Context: an optimization exercise on an open-source flow, tuned for small area and a short achievable clock period. The choices shown serve that exercise and are no tape-out recipe. Function was checked by simulation only, so behaviour that the tests miss may differ from the original. In every run shown here, the design's own scripts or RTL, not TritonCTS, make the clock network. The clock input has no modelled driver; a real chip could not lean on it and would need a root buffer or a full tree.

File: flow/design.v
module rca_adder_64 (
    input  wire [63:0] a,      
    input  wire [63:0] b,      
    input  wire        cin,    
    output wire [63:0] sum,    
    output wire        cout    
);
    assign {cout, sum} = a + b + cin;
endmodule
module carry_sel_adder_64 (
	input  wire [63:0] a,
	input  wire [63:0] b,
	input  wire        cin,
	output wire [63:0] sum,
	output wire        cout
);
	parameter BLOCK_WIDTH = 16;   
	wire [3:0] carry;   
	wire [BLOCK_WIDTH:0] sum0_block0;  
	wire [BLOCK_WIDTH:0] sum1_block0;  
	assign {sum0_block0[BLOCK_WIDTH], sum0_block0[BLOCK_WIDTH - 1:0]} = a[15:0] + b[15:0] + 1'b0;
	assign {sum1_block0[BLOCK_WIDTH], sum1_block0[BLOCK_WIDTH - 1:0]} = a[15:0] + b[15:0] + 1'b1;
	assign {carry[0], sum[15:0]} = cin ? sum1_block0 : sum0_block0;
	genvar i;
	generate
		for (i = 1; i < 4; i = i + 1) begin : cs_block
			wire [BLOCK_WIDTH:0] sum0;  
			wire [BLOCK_WIDTH:0] sum1;  
			localparam integer L = i * BLOCK_WIDTH;
			localparam integer H = i * BLOCK_WIDTH + BLOCK_WIDTH - 1;
			assign {sum0[BLOCK_WIDTH], sum0[BLOCK_WIDTH - 1:0]} = a[H:L] + b[H:L] + 1'b0;
			assign {sum1[BLOCK_WIDTH], sum1[BLOCK_WIDTH - 1:0]} = a[H:L] + b[H:L] + 1'b1;
			assign {carry[i], sum[H:L]} = carry[i - 1] ? sum1 : sum0;
		end
	endgenerate
	assign cout = carry[3];
endmodule
module ling_adder_64 (
  input  wire [63:0] a,
  input  wire [63:0] b,
  input  wire        cin,
  output wire [63:0] sum,
  output wire        cout
);
  wire [63:0] p = a ^ b;
  wire [63:0] g = a & b;
  wire [63:0] t = a | b;
  localparam BLK = 4;
  localparam NB  = 64/BLK;  
  wire [NB-1:0] Pblk, Gblk;
  genvar bi;
  generate
    for (bi=0; bi<NB; bi=bi+1) begin : GEN_BLK_PG
      localparam integer L = bi*BLK;
      localparam integer H = L+BLK-1;
      wire [3:0] pp = p[H:L];
      wire [3:0] gg = g[H:L];
      assign Pblk[bi] = &pp;  
      assign Gblk[bi] = gg[3]
                      | (pp[3] & gg[2])
                      | (pp[3] & pp[2] & gg[1])
                      | (pp[3] & pp[2] & pp[1] & gg[0]);
    end
  endgenerate
  wire [NB-1:0] Pg0 = Pblk;
  wire [NB-1:0] Gg0 = Gblk;
  function integer POW2; input integer k; begin POW2 = (1<<k); end endfunction
  wire [NB-1:0] Pg1, Gg1, Pg2, Gg2, Pg3, Gg3, Pg4, Gg4;
  genvar i1;
  generate
    for (i1=0; i1<NB; i1=i1+1) begin : LVL1
      if (i1>=1) begin
        assign Gg1[i1] = Gg0[i1] | (Pg0[i1] & Gg0[i1-1]);
        assign Pg1[i1] = Pg0[i1] & Pg0[i1-1];
      end else begin
        assign Gg1[i1] = Gg0[i1];
        assign Pg1[i1] = Pg0[i1];
      end
    end
  endgenerate
  genvar i2;
  generate
    for (i2=0; i2<NB; i2=i2+1) begin : LVL2
      if (i2>=2) begin
        assign Gg2[i2] = Gg1[i2] | (Pg1[i2] & Gg1[i2-2]);
        assign Pg2[i2] = Pg1[i2] & Pg1[i2-2];
      end else begin
        assign Gg2[i2] = Gg1[i2];
        assign Pg2[i2] = Pg1[i2];
      end
    end
  endgenerate
  genvar i3;
  generate
    for (i3=0; i3<NB; i3=i3+1) begin : LVL3
      if (i3>=4) begin
        assign Gg3[i3] = Gg2[i3] | (Pg2[i3] & Gg2[i3-4]);
        assign Pg3[i3] = Pg2[i3] & Pg2[i3-4];
      end else begin
        assign Gg3[i3] = Gg2[i3];
        assign Pg3[i3] = Pg2[i3];
      end
    end
  endgenerate
  genvar i4;
  generate
    for (i4=0; i4<NB; i4=i4+1) begin : LVL4
      if (i4>=8) begin
        assign Gg4[i4] = Gg3[i4] | (Pg3[i4] & Gg3[i4-8]);
        assign Pg4[i4] = Pg3[i4] & Pg3[i4-8];
      end else begin
        assign Gg4[i4] = Gg3[i4];
        assign Pg4[i4] = Pg3[i4];
      end
    end
  endgenerate
  wire [NB:0] Hblk;   
  assign Hblk[0] = cin;
  genvar ci;
  generate
    for (ci=1; ci<=NB; ci=ci+1) begin : GEN_HBLK
      assign Hblk[ci] = Gg4[ci-1] | (Pg4[ci-1] & cin);
    end
  endgenerate
  genvar bj;
  generate
    for (bj=0; bj<NB; bj=bj+1) begin : GEN_BLOCK_SUM
      localparam integer L = bj*BLK;
      localparam integer H = L+BLK-1;
      wire [3:0] pp = p[H:L];
      wire [3:0] gg = g[H:L];
      wire [3:0] tt = t[H:L];
      wire       h_m1 = Hblk[bj];
      wire       h0   = gg[0] | (pp[0] & h_m1);
      wire       h1   = gg[1] | (pp[1] & gg[0]) | (pp[1] & pp[0] & h_m1);
      wire       h2   = gg[2] | (pp[2] & gg[1]) | (pp[2] & pp[1] & gg[0]) | (pp[2] & pp[1] & pp[0] & h_m1);
      wire       h3   = gg[3] | (pp[3] & gg[2]) | (pp[3] & pp[2] & gg[1]) | (pp[3] & pp[2] & pp[1] & gg[0]) | (pp[3] & pp[2] & pp[1] & pp[0] & h_m1);
      assign sum[L+0] = pp[0] ^ (h_m1);
      assign sum[L+1] = pp[1] ^ (h0   & tt[0]);
      assign sum[L+2] = pp[2] ^ (h1   & tt[1]);
      assign sum[L+3] = pp[3] ^ (h2   & tt[2]);
    end
  endgenerate
  assign cout = Hblk[NB] & t[63];
endmodule
module cla_adder_64 (
  input  wire [63:0] a,
  input  wire [63:0] b,
  input  wire        cin,
  output wire [63:0] sum,
  output wire        cout
);
  localparam integer WIDTH = 64;
  localparam integer BLK   = 4;           
  localparam integer GRP   = 4;           
  localparam integer NB    = WIDTH/BLK;   
  localparam integer NG    = NB/GRP;      
  wire [WIDTH-1:0] p = a ^ b;
  wire [WIDTH-1:0] g = a & b;
  wire [NB-1:0] GP_block_G;
  wire [NB-1:0] GP_block_P;
  wire [NB:0] c_block;   
  assign c_block[0] = cin;
  wire [NG:0] c_group;   
  assign c_group[0] = cin;
  genvar bi, bj;
  generate
    for (bi = 0; bi < NB; bi = bi + 1) begin : GEN_BLK
      wire [BLK-1:0] pp, gg;
      for (bj = 0; bj < BLK; bj = bj + 1) begin : GEN_BITIDX
        assign pp[bj] = p[bi * BLK + bj];
        assign gg[bj] = g[bi * BLK + bj];
      end
      wire Pblk =  pp[3] &  pp[2] &  pp[1] &  pp[0];
      wire Gblk =  gg[3] |
                  (pp[3] & gg[2]) |
                  (pp[3] & pp[2] & gg[1]) |
                  (pp[3] & pp[2] & pp[1] & gg[0]);
      assign GP_block_P[bi] = Pblk;
      assign GP_block_G[bi] = Gblk;
    end
  endgenerate
  wire [NG-1:0] GP_group_G, GP_group_P;
  generate
    genvar gi;
    for (gi = 0; gi < NG; gi = gi + 1) begin : GEN_GRP
      localparam integer base = gi*GRP;
      wire p0 = GP_block_P[base + 0];
      wire p1 = GP_block_P[base + 1];
      wire p2 = GP_block_P[base + 2];
      wire p3 = GP_block_P[base + 3];
      wire g0 = GP_block_G[base + 0];
      wire g1 = GP_block_G[base + 1];
      wire g2 = GP_block_G[base + 2];
      wire g3 = GP_block_G[base + 3];
      wire Pgrp = p3 & p2 & p1 & p0;
      wire Ggrp = g3 |(p3 & g2) |(p3 & p2 & g1) |(p3 & p2 & p1 & g0);
      assign GP_group_P[gi] = Pgrp;
      assign GP_group_G[gi] = Ggrp;
      assign c_group[gi+1] = Ggrp | (Pgrp & c_group[gi]);
      assign c_block[base+0] = c_group[gi];
      assign c_block[base+1] = g0 | (p0 & c_block[base+0]);
      assign c_block[base+2] = g1 | (p1 & c_block[base+1]);
      assign c_block[base+3] = g2 | (p2 & c_block[base+2]);
    end
  endgenerate
  assign cout = c_group[NG];
  generate
    genvar kb;
    for (kb = 0; kb < NB; kb = kb + 1) begin : GEN_SUM_BLK
      wire c0 = c_block[kb + 0];
      wire c1 = g[kb * BLK + 0] | (p[kb * BLK + 0] & c0);
      wire c2 = g[kb * BLK + 1] | (p[kb * BLK + 1] & c1);
      wire c3 = g[kb * BLK + 2] | (p[kb * BLK + 2] & c2);
      assign sum[kb * BLK + 0] = p[kb * BLK + 0] ^ c0;
      assign sum[kb * BLK + 1] = p[kb * BLK + 1] ^ c1;
      assign sum[kb * BLK + 2] = p[kb * BLK + 2] ^ c2;
      assign sum[kb * BLK + 3] = p[kb * BLK + 3] ^ c3;
    end
  endgenerate
endmodule
module carry_skip_adder_64 (
  input  wire [63:0] a,
  input  wire [63:0] b,
  input  wire        cin,
  output wire [63:0] sum,
  output wire        cout
);
  localparam integer WIDTH = 64;
  localparam integer BLK   = 8;
  localparam integer NB = WIDTH/BLK;
  wire [WIDTH-1:0] p = a ^ b;
  wire [WIDTH-1:0] g = a & b;
  wire [NB:0] c_blk;
  assign c_blk[0] = cin;
  wire [NB-1:0] P_blk;
  wire [NB-1:0] Cout_blk;
  genvar bi, j;
  generate
    for (bi = 0; bi < NB; bi = bi + 1) begin : GEN_BLK
      localparam integer base = bi*BLK;
      wire [BLK:0] c;     
      assign c[0] = c_blk[bi];
      for (j = 0; j < BLK; j = j + 1) begin : GEN_BITS
        assign c[j+1]           = g[base+j] | (p[base+j] & c[j]);
        assign sum[base + j]    = p[base+j] ^ c[j];
      end
      wire P_all = &p[base +: BLK];
      assign P_blk[bi]  = P_all;
      assign Cout_blk[bi] = c[BLK];
      assign c_blk[bi+1] = (P_all & c_blk[bi]) | ((~P_all) & Cout_blk[bi]);
    end
  endgenerate
  assign cout = c_blk[NB];
endmodule
module adders_top (
    input  wire        clk,
    input  wire        rst_n,
    input  wire        a_bit_in,            
    input  wire        b_bit_in,            
    input  wire        cin_in,              
    input  wire        start_in,            
    output reg  [63:0] sum_out,
    output reg         cout_out,
    output wire        ready_out            
);
    localparam [6:0] SEED = 7'd127;    
    reg       a_q, b_q;
    reg [6:0] cnt;
    reg       busy;
    reg       ready_q;
    wire at_seed = cnt[5] & cnt[4] & cnt[2] & cnt[0];
    wire last    = cnt[5] & !cnt[4] & cnt[3] & !cnt[2] & cnt[0];
    always @(posedge clk) begin
        a_q      <= at_seed ? cin_in : a_bit_in;
        b_q      <= at_seed ? cin_in : b_bit_in;
        sum_out  <= {a_q ^ b_q ^ cout_out, sum_out[63:1]};
        cout_out <= (a_q & b_q) | (cout_out & (a_q | b_q));
    end
    always @(posedge clk) begin
        if (busy)
            cnt <= ~{cnt[5:0], cnt[0] ^ cnt[6]};
        else
            cnt <= SEED;
    end
    always @(posedge clk or negedge rst_n) begin
        if (!rst_n) begin
            busy    <= 1'b0;
            ready_q <= 1'b0;
        end else begin
            busy    <= busy ? !last : start_in;
            ready_q <= busy & last;
        end
    end
    assign ready_out = ready_q;
endmodule
File: flow/flow/run.sh
#!/bin/bash
set -euo pipefail
HERE=$(pwd)
bash standard.sh BUFFER_PORTS_ARGS="-buffer_cell sky130_fd_sc_hd__buf_1" \
  PRE_IO_PLACEMENT_TCL="$HERE/flow/pins.tcl" \
  POST_CTS_TCL="$HERE/flow/clock.tcl" finish > standard.log 2>&1
File: flow/flow/clock.tcl
# POST_CTS hook: replace the clock tree that CTS built with a single level of
# clock buffers driven straight from the clock port. The flip-flops are split
# into NB groups by location (recursive median cuts); each group gets one
# buffer at its centroid. All flip-flops see the same one-buffer path.
set NB 4
set M sky130_fd_sc_hd__buf_12
if { [info exists ::env(CLK_NB)] } { set NB $::env(CLK_NB) }
if { [info exists ::env(CLK_CELL)] } { set M $::env(CLK_CELL) }

set db [ord::get_db]
set block [ord::get_db_block]
set clknet [$block findNet clk]
set master [$db findMaster $M]

# Walk the clock tree from the port: collect tree cells and flip-flop clock pins.
set tree_insts {}
set tree_nets {}
set sinks {}
set todo [list $clknet]
while { [llength $todo] > 0 } {
  set net [lindex $todo 0]
  set todo [lrange $todo 1 end]
  foreach it [$net getITerms] {
    if { ![$it isInputSignal] && [[$it getMTerm] getSigType] != "CLOCK" } {
      # driver pin of this net
      continue
    }
    set inst [$it getInst]
    if { [[$inst getMaster] isSequential] } {
      lappend sinks $it
    } elseif { [lsearch -exact $tree_insts $inst] < 0 } {
      lappend tree_insts $inst
      foreach ot [$inst getITerms] {
        if { [$ot isOutputSignal] && [$ot getNet] != "NULL" } {
          lappend todo [$ot getNet]
          lappend tree_nets [$ot getNet]
        }
      }
    }
  }
}
puts "clock.tcl: [llength $sinks] sinks, removing [llength $tree_insts] tree cells"

foreach it $sinks { $it disconnect }
foreach inst $tree_insts { odb::dbInst_destroy $inst }
foreach net $tree_nets { if { [llength [$net getITerms]] == 0 } { odb::dbNet_destroy $net } }

# Group the sinks by recursive median cuts along the longer side.
proc split_groups { items n } {
  if { $n <= 1 || [llength $items] < 2 } { return [list $items] }
  set xs {}; set ys {}
  foreach d $items { lappend xs [lindex $d 0]; lappend ys [lindex $d 1] }
  set xs [lsort -integer $xs]; set ys [lsort -integer $ys]
  set w [expr {[lindex $xs end] - [lindex $xs 0]}]
  set h [expr {[lindex $ys end] - [lindex $ys 0]}]
  set idx [expr {$w >= $h ? 0 : 1}]
  set s [lsort -integer -index $idx $items]
  set n1 [expr {$n / 2}]
  set k [expr {[llength $s] * $n1 / $n}]
  return [concat [split_groups [lrange $s 0 [expr {$k-1}]] $n1] \
                 [split_groups [lrange $s $k end] [expr {$n - $n1}]]]
}
set data {}
foreach it $sinks {
  set inst [$it getInst]
  set b [$inst getBBox]
  lappend data [list [expr {([$b xMin]+[$b xMax])/2}] [expr {([$b yMin]+[$b yMax])/2}] $it]
}
set g 0
foreach grp [split_groups $data $NB] {
  set sx 0; set sy 0
  foreach d $grp { set sx [expr {$sx+[lindex $d 0]}]; set sy [expr {$sy+[lindex $d 1]}] }
  set cx [expr {$sx/[llength $grp]}]; set cy [expr {$sy/[llength $grp]}]
  set inst [odb::dbInst_create $block $master "clkroot_$g"]
  $inst setLocation $cx $cy
  $inst setPlacementStatus PLACED
  set net [odb::dbNet_create $block "clknet_root_$g"]
  $net setSigType CLOCK
  [$inst findITerm A] connect $clknet
  [$inst findITerm X] connect $net
  foreach d $grp { [lindex $d 2] connect $net }
  puts "clock.tcl: clkroot_$g drives [llength $grp] sinks"
  incr g
}
set_propagated_clock [all_clocks]
estimate_parasitics -placement

# Output paths: a flip-flop that drives an output and has more load than
# the others (cout_out also feeds the full adder) is upsized when its output
# trails the median output slack by more than 5 ps.
set slacks {}
foreach port [all_outputs] { lappend slacks [get_property $port slack_max] }
set slacks [lsort -real $slacks]
set median [lindex $slacks [expr {[llength $slacks] / 2}]]
foreach port [all_outputs] {
  set s [get_property $port slack_max]
  if { $s >= $median - 0.005 } { continue }
  set bterm [$block findBTerm [get_full_name $port]]
  set obuf [[lindex [[$bterm getNet] getITerms] 0] getInst]
  foreach it [$obuf getITerms] {
    if { [$it isInputSignal] } { set in_net [$it getNet] }
  }
  foreach it [$in_net getITerms] {
    if { [$it isOutputSignal] } {
      set ff [$it getInst]
      set m [[$ff getMaster] getName]
      if { [regsub {_1$} $m {_2} m2] && [[$ff getMaster] isSequential] } {
        puts "clock.tcl: [get_full_name $port] slack $s (median $median): [$ff getName] $m -> $m2"
        replace_cell [$ff getName] $m2
      }
    }
  }
}
detailed_placement
check_placement -verbose
estimate_parasitics -placement
report_clock_skew
report_checks -group_path_count 5 -format end
File: flow/flow/pins.tcl
# PRE_IO_PLACEMENT hook: fix the pins around the die edge in the order of
# the sum shift register, so that each sum_out flip-flop can sit next to
# its own pin. Going round the die clockwise from the left edge's lower
# part: the inputs, cout_out, sum_out[63] down to sum_out[0], ready_out.
# place_pins then leaves these pins where they are.
set block [ord::get_db_block]
set die [$block getDieArea]
set W [expr {[$die xMax] / 1000.0}]
set H [expr {[$die yMax] / 1000.0}]

set order {clk rst_n start_in cin_in a_bit_in b_bit_in cout_out}
for {set i 63} {$i >= 0} {incr i -1} { lappend order "sum_out\[$i\]" }
lappend order ready_out
set n [llength $order]

# Perimeter walk, clockwise from the lower-left corner: up the left edge,
# right along the top, down the right edge, left along the bottom.
set M 3.0 ;# keep pins this far from the corners
set L [expr {2 * ($W - 2*$M) + 2 * ($H - 2*$M)}]
set step [expr {$L / $n}]
set start [expr {$step / 2.0}]
proc snap { v off pitch } { return [expr {$off + round(($v - $off) / $pitch) * $pitch}] }
set k 0
foreach p $order {
  set t [expr {$start + $k * $step}]
  set lh [expr {$H - 2*$M}]
  set lw [expr {$W - 2*$M}]
  if { $t < $lh } {
    set x 0; set y [snap [expr {$M + $t}] 0.34 0.68]; set layer met3
  } elseif { $t < $lh + $lw } {
    set x [snap [expr {$M + $t - $lh}] 0.23 0.46]; set y $H; set layer met2
  } elseif { $t < 2*$lh + $lw } {
    set x $W; set y [snap [expr {$H - $M - ($t - $lh - $lw)}] 0.34 0.68]; set layer met3
  } else {
    set x [snap [expr {$W - $M - ($t - 2*$lh - $lw)}] 0.23 0.46]; set y 0; set layer met2
  }
  place_pin -pin_name $p -layer $layer -location [list $x $y] -force_to_die_boundary
  incr k
}
File: flow/standard.sh
#!/bin/bash
# synth_recipe.tcl (not shown) runs the flow's synth.tcl, then flattens the netlist and writes it again
# the make line also repeats each setting of config.mk as NAME=value (left out here)
make -C /OpenROAD-flow-scripts/flow DESIGN_CONFIG=/design/flow/config.mk WORK_HOME=/design/flow/orfs CLKGATE_MAP_FILE= SYNTH_SCRIPT=/design/flow/synth_recipe.tcl "${@:-finish}"
File: flow/config.mk
export PLATFORM = sky130hd
export DESIGN_NAME = adders_top
export DESIGN_NICKNAME = adders_top
export VERILOG_FILES = /design/flow/design.v
export SDC_FILE = /design/flow/constraint.sdc
export NUM_CORES = 4
export LEC_CHECK = 0
export CAP_MARGIN = 20
export CORE_AREA = 2 2 59 59
export DIE_AREA = 0 0 61 61
export SLEW_MARGIN = 20
File: flow/constraint.sdc
create_clock -name core_clock -period 4.0 [get_ports {clk}]
set_input_delay 0.8000 -clock core_clock [delete_from_list [all_inputs] [get_ports {clk}]]
set_output_delay 0.8000 -clock core_clock [all_outputs]
set_load 0.01 [all_outputs]
==> out/results.ini, run 1 <==
[clocking]
clkTransAtPathRegs_ns=0.07
clk-insertion-delay-late_ns=0.11
clock-sinks=76

[worst_setup_path]
reg2reg_from=busy$_DFF_PN0_
crit_cells=1
setup.worst_path.start=sum_out[62]$_DFF_P_
crit_chain=buf_1
crit_fanout=2
path_buf_inv=1
r2r_cells=2
cp.arrival_ns=0.61
crit_family=flip-flops
path_class=reg -> out
cp-start-kind=register
slowest_stage=dfxtp_1
critPathMaxStageDelay_ns=0.35
required_ns=3.20
critPathCaptureType=output pin

[synth]
syn_avg_cell_area_sq_um=17.9
synth_top_area_cell=dfxtp_1
synth_simple_gate_area_share_pct=2.66
syn-cell-area_sq_um=1640
synth-seq-cells=76
synth_top_family_by_area=simple AND/OR/NAND/NOR gates
ys_top_cells_by_count=dfxtp_1, nand2_1, dfrtp_1, mux2_1, nand4_1
synth_warnings=1
synth-xor-area-share_pct=0.533
yosys_most_used_dff=dfxtp_1
synth_mux_area_share_pct=1.37
synthAdderAreaFrac_pct=1.22
yosys.cell_count.top_type=dfxtp_1
synthArstFlopShare_pct=2.63
synth-compound-area-share_pct=0.609
ys_top_cells_by_area=dfxtp_1, dfrtp_1, nand2_1
synth_edf_count=0
synth.distinct_cells=10
synth_fp_nets=99
syn-instance-count=92
synth_top_area_share_pct=90.1
yosysSeqAreaShare_pct=93.2

[sta]
final-setup-viol-count=0
hold_slack_ns=0.347
tns_ns=0
rsz0062_at_grt=no
worst-slew-pin-transition_ns=0.268
relSlewSlack_pct=82.0
hold_viol=0
fmaxAchievable_mhz=709
maxSlewViolCount=0
finalCritPeriodShare_pct=35.3
skew_ns=0.00517
min_period_ns=1.41

[detailed_routing]
wl_per_cell_um=11.0
wirelength_mm=2.32
firstDrtPassIters=4
vias=884
routed_via_density=4.21
post-route-drc-count=0
first_iter_violations=19
ant_nets=0

[worst_hold_path]
hp-start=sum_out[49]$_DFF_P_
hp-class=reg -> reg
holdPathStages=0

[layout]
fin_cells=210
area.growth.synth_to_final_pct=24.3
design_area_sq_um=2040
drive_gt1_share_pct=4.82
fill_cells=244
n_antenna_cell=0
nets=175

[run]
maxCapViolations=0

[die]
core_area_sq_um=3080
ioPinCount=0
die-width_um=61
rows=20
fp.dieArea_sq_um=3720
initial_core_util_pct=53.4
die_h_um=61

[global_routing]
gr-total-overflow=0
grt_pass1_vias=725
grtUsageTotal_pct=13.2
grt_max_degree=20
grt_pass1_wl_mm=3.39
grt_antenna_before_repair=0

[placement]
portBuffers=71
place.gp.congestion=0.608
hpwl_mm=1.72
placed_area_sq_um=1960
dp_cells=206

[run_status]
status=no timing/DRC/antenna violations

[stage by stage]
step           util [%]  worst slack [ns]
5_1_grt            66.4              2.54
3_5_place_dp       63.6              2.70
2_1_floorplan         -              2.81
3_3_place_gp       63.6              2.70
6_report           66.4              2.59
[kinds of logic (layout without fill, tap and decap cells)]
| family | after synthesis | count (layout) |
|---|---|---|
| flip-flops | 76 | 76 |
| AND/OR/NAND/NOR | 10 | 10 |
| multiplexers | 2 | 2 |
| adder cells (fa/ha/maj) | 1 | 1 |
| AO/OA/AOI/OAI | 1 | 1 |
| XOR/XNOR | 1 | 1 |
| buffers and inverters | 1 | 75 |
[state kept, by name, indices dropped and copies added (netlist names)]
signal,cells
cnt,7
b_q,1
sum_out,64
a_q,1
busy,1
ready_q,1
cout_out,1
[layout by cell type (no fill, tap or decap)]
| cell type | n |
|---|---|
| buf_12 | 4 |
| buf_1 | 71 |
| nor3_1 | 1 |
| dfxtp_1 | 70 |
| xor2_1 | 1 |
| dfxtp_2 | 4 |
| o32a_1 | 1 |
| fa_1 | 1 |
| mux2_1 | 2 |
| nand2_1 | 7 |
| nand4_1 | 2 |
| dfrtp_1 | 2 |
[worst paths after layout]
check / end / slack [ns]
max: sum_out[62] / 2.59
min: sum_out[48]$_DFF_P_ / 0.35
max reg2reg: busy$_DFF_PN0_ / 2.97
min reg2reg: sum_out[48]$_DFF_P_ / 0.35
max in group asynchronous: busy$_DFF_PN0_ / 3.38
min in group asynchronous: ready_q$_DFF_PN0_ / 0.47
[area by class of cell]
class                      count  area (sq um)  area share (%)
timing repair buffer          71           267            13.0
tap                           44          55.1            2.69
multi-input combinational     15           105            5.14
sequential                    76          1540            75.2
buffer                         4          80.1            3.92
[worst register-to-register path: cells and delay by family (launching register included)]
family,cells,cell delay [ns]
simple gates,1,0.15
compound gates,1,0.30
flops,1,0.47
[routing by layer]
metal,GRT usage (%),up-vias,part of all wire (%)
li1,-,437,-
met1,17.2,408,46
met2,18.6,37,47
met3,6.61,2,6.5
met4,5.59,0,0.73
met5,0,-,0
==> run 2, diff against run 1 <==
--- a/flow/flow/clock.tcl
+++ b/flow/flow/clock.tcl
@@ -66,8 +66,27 @@
   set b [$inst getBBox]
   lappend data [list [expr {([$b xMin]+[$b xMax])/2}] [expr {([$b yMin]+[$b yMax])/2}] $it]
 }
+# With the pins in shift-register order round the die edge the flip-flops
+# form a ring; group them by the die edge they are nearest to.
+proc edge_groups { items } {
+  set block [ord::get_db_block]
+  set die [$block getDieArea]
+  set W [$die xMax]; set H [$die yMax]
+  set g {{} {} {} {}}
+  foreach d $items {
+    set x [lindex $d 0]; set y [lindex $d 1]
+    set dist [list $x [expr {$H - $y}] [expr {$W - $x}] $y]
+    set best 0
+    for {set i 1} {$i < 4} {incr i} { if {[lindex $dist $i] < [lindex $dist $best]} { set best $i } }
+    lset g $best [concat [lindex $g $best] [list $d]]
+  }
+  set out {}
+  foreach grp $g { if {[llength $grp] > 0} { lappend out $grp } }
+  return $out
+}
+if { $NB == 4 } { set groups [edge_groups $data] } else { set groups [split_groups $data $NB] }
 set g 0
-foreach grp [split_groups $data $NB] {
+foreach grp $groups {
   set sx 0; set sy 0
   foreach d $grp { set sx [expr {$sx+[lindex $d 0]}]; set sy [expr {$sy+[lindex $d 1]}] }
   set cx [expr {$sx/[llength $grp]}]; set cy [expr {$sy/[llength $grp]}]
@@ -87,14 +106,14 @@
 
 # Output paths: a flip-flop that drives an output and has more load than
 # the others (cout_out also feeds the full adder) is upsized when its output
-# trails the median output slack by more than 5 ps.
+# trails the median output slack by more than 10 ps.
 set slacks {}
 foreach port [all_outputs] { lappend slacks [get_property $port slack_max] }
 set slacks [lsort -real $slacks]
 set median [lindex $slacks [expr {[llength $slacks] / 2}]]
 foreach port [all_outputs] {
   set s [get_property $port slack_max]
-  if { $s >= $median - 0.005 } { continue }
+  if { $s >= $median - 0.010 } { continue }
   set bterm [$block findBTerm [get_full_name $port]]
   set obuf [[lindex [[$bterm getNet] getITerms] 0] getInst]
   foreach it [$obuf getITerms] {
==> out/results.ini, run 2 <==
[run]
maxCapViolations=0  ; unchanged

[layout]
fin_cells=210  ; unchanged
drive_gt1_share_pct=4.22  ; -0.60 points
top_register=sum_out
area.growth.synth_to_final_pct=24.2  ; about the same
fill_cells=246  ; +0.82%
n_antenna_cell=0  ; unchanged
largest_reg_flops=64  ; unchanged
top_regs=sum_out: 64 flops, cnt: 7 flops
nets=175  ; unchanged
mostFrequentLayoutCells=dfxtp_1, buf_1, nand2_1
final_util_pct=66.3  ; about the same

[global_routing]
grt_antenna_before_repair=0  ; unchanged
grt_pass1_vias=730  ; +0.69%
grtUsageTotal_pct=13.0  ; -0.18 points
grt_pass1_wl_mm=3.37  ; -0.59%
grt_max_degree=25  ; +25%
gr-total-overflow=0  ; unchanged

[die]
initial_core_util_pct=53.4  ; unchanged
core_area_sq_um=3080  ; unchanged
die_h_um=61  ; unchanged
ioPinCount=0  ; unchanged
die-width_um=61  ; unchanged
rows=20  ; unchanged
fp.dieArea_sq_um=3720  ; unchanged

[synth]
synth-seq-cells=76  ; unchanged
synth_top_family_by_area=simple AND/OR/NAND/NOR gates
synth_fp_nets=99  ; unchanged
synthArstFlopShare_pct=2.63  ; unchanged
synth-xor-area-share_pct=0.533  ; unchanged
yosys.cell_count.top_type=dfxtp_1
ys_top_cells_by_area=dfxtp_1, dfrtp_1, nand2_1
synth_top_area_cell=dfxtp_1
yosys_most_used_dff=dfxtp_1
synthAdderAreaFrac_pct=1.22  ; unchanged
synth_edf_count=0  ; unchanged
syn-instance-count=92  ; unchanged
synth_warnings=1  ; unchanged
yosysSeqAreaShare_pct=93.2  ; unchanged
synth_top_area_share_pct=90.1  ; unchanged
synth-compound-area-share_pct=0.609  ; unchanged
synth_simple_gate_area_share_pct=2.66  ; unchanged
ys_top_cells_by_count=dfxtp_1, nand2_1, dfrtp_1, mux2_1, nand4_1
synth_mux_area_share_pct=1.37  ; unchanged
syn_avg_cell_area_sq_um=17.9  ; unchanged
synth.distinct_cells=10  ; unchanged
syn-cell-area_sq_um=1640  ; unchanged

[detailed_routing]
wirelength_mm=2.32  ; about the same
first_iter_violations=24  ; +5
firstDrtPassIters=2  ; -2
vias=884  ; unchanged
ant_nets=0  ; unchanged
post-route-drc-count=0  ; unchanged
wl_per_cell_um=11.0  ; about the same
routed_via_density=4.21  ; unchanged

[placement]
place.gp.congestion=0.608  ; unchanged
dp_cells=206  ; unchanged
portBuffers=71  ; unchanged
hpwl_mm=1.72  ; unchanged

[clocking]
clock-sinks=76  ; unchanged
clkTransAtPathRegs_ns=0.08  ; about the same
clk-insertion-delay-late_ns=0.12  ; about the same

[sta]
finalCritPeriodShare_pct=35.6  ; +0.27 points
hold_slack_ns=0.331  ; -0.0163 ns
fmaxAchievable_mhz=703  ; -0.77%
maxSlewViolCount=0  ; unchanged
relSlewSlack_pct=81.0  ; -0.92 points
rsz0062_at_grt=no
skew_ns=0.0177  ; +0.0126 ns
final-setup-viol-count=0  ; unchanged
worst-slew-pin-transition_ns=0.282  ; +0.0137 ns
tns_ns=0  ; unchanged
hold_viol=0  ; unchanged
min_period_ns=1.42  ; +0.0110 ns

[worst_hold_path]
hp-start=sum_out[15]$_DFF_P_
hp-class=reg -> reg
holdPathStages=0  ; unchanged

[worst_setup_path]
cp-start-kind=register
path_buf_inv=1  ; unchanged
regToRegSetupSlack_ns=2.96  ; about the same
critPathCaptureType=output pin
reg2reg_from=busy$_DFF_PN0_
path_class=reg -> out
r2r_cells=2  ; unchanged
slowest_stage=dfxtp_1
crit_cells=1  ; unchanged
critPathMaxStageDelay_ns=0.35  ; about the same
crit_fanout=2  ; unchanged
required_ns=3.20  ; about the same
crit_family=flip-flops
cp.arrival_ns=0.62  ; about the same
crit_chain=buf_1
setup.worst_path.start=sum_out[29]$_DFF_P_

[run_status]
status=no timing/DRC/antenna violations

## run 2: cell counts after synthesis
Identical to the previous run, type by type.
## run 2: cell families after synthesis
| logic type | count (synthesis) |
|---|---|
| buffers and inverters | 1 |
| AOI/OAI and AO/OA | 1 |
| DFF | 76 |
| muxes | 2 |
| xor gates and xnor gates | 1 |
| adders and majority gates | 1 |
| and+or+nand+nor | 10 |
## run 2: metrics by stage
stage	setup WS (ns)	cell area, sq um
finish	2.58	2040
global route	2.52	2040
detailed placement	2.70	1960
global placement	2.70	1960
floorplan	2.81	1640
## run 2: final cells by class
type | count | area [sq um] | area share, %
plain buffers | 4 | 80.1 | 3.92
multi-input cells | 15 | 105 | 5.15
flip-flops and latches | 76 | 1540 | 75.2
well taps | 44 | 55.1 | 2.70
repair buffers | 71 | 267 | 13.1
## run 2: per-layer routing
metal / global-route usage (%) / up-vias / share of wire [%]
li1: - / 437 / -
met1: 16.6 / 403 / 47
met2: 18.6 / 39 / 44
met3: 5.97 / 5 / 7.3
met4: 6.52 / 0 / 2.1
met5: 0 / - / 0
## run 2: worst paths after layout
check                                       to
setup / recovery                   sum_out[29]
hold / removal             sum_out[14]$_DFF_P_
setup reg to reg                busy$_DFF_PN0_
hold reg to reg            sum_out[14]$_DFF_P_
max in group asynchronous       busy$_DFF_PN0_
min in group asynchronous    ready_q$_DFF_PN0_

afterwards: timing with drivers on the ports:
No port has a modelled driver above. Below, the same layouts with a new extraction and two added sets of constraints. Step 1 assumes that a clkbuf_16 drives the clock port and a buf_2 every other input. Step 2, shift: input delay + t, output delay - t, t = (earliest + latest rising clock arrival at the registers) / 2. This alone moves slack from input paths to output paths. Three values: ideal, step 1, step 2; two values: the first two.
run | t (ns) | slack for setup (ns) | hold WS [ns] | worst register clock-pin slew, ns | cell pins on the clock port's net
run 1 | 0.181 | 2.589 / 2.517 / 2.698 | 0.347 / 0.347 / 0.347 | 0.07 / 0.07 | 4
run 2 | 0.185 | 2.578 / 2.503 / 2.689 | 0.331 / 0.331 / 0.331 | 0.08 / 0.08 | 4
After both steps setup and hold are still met in every run listed.
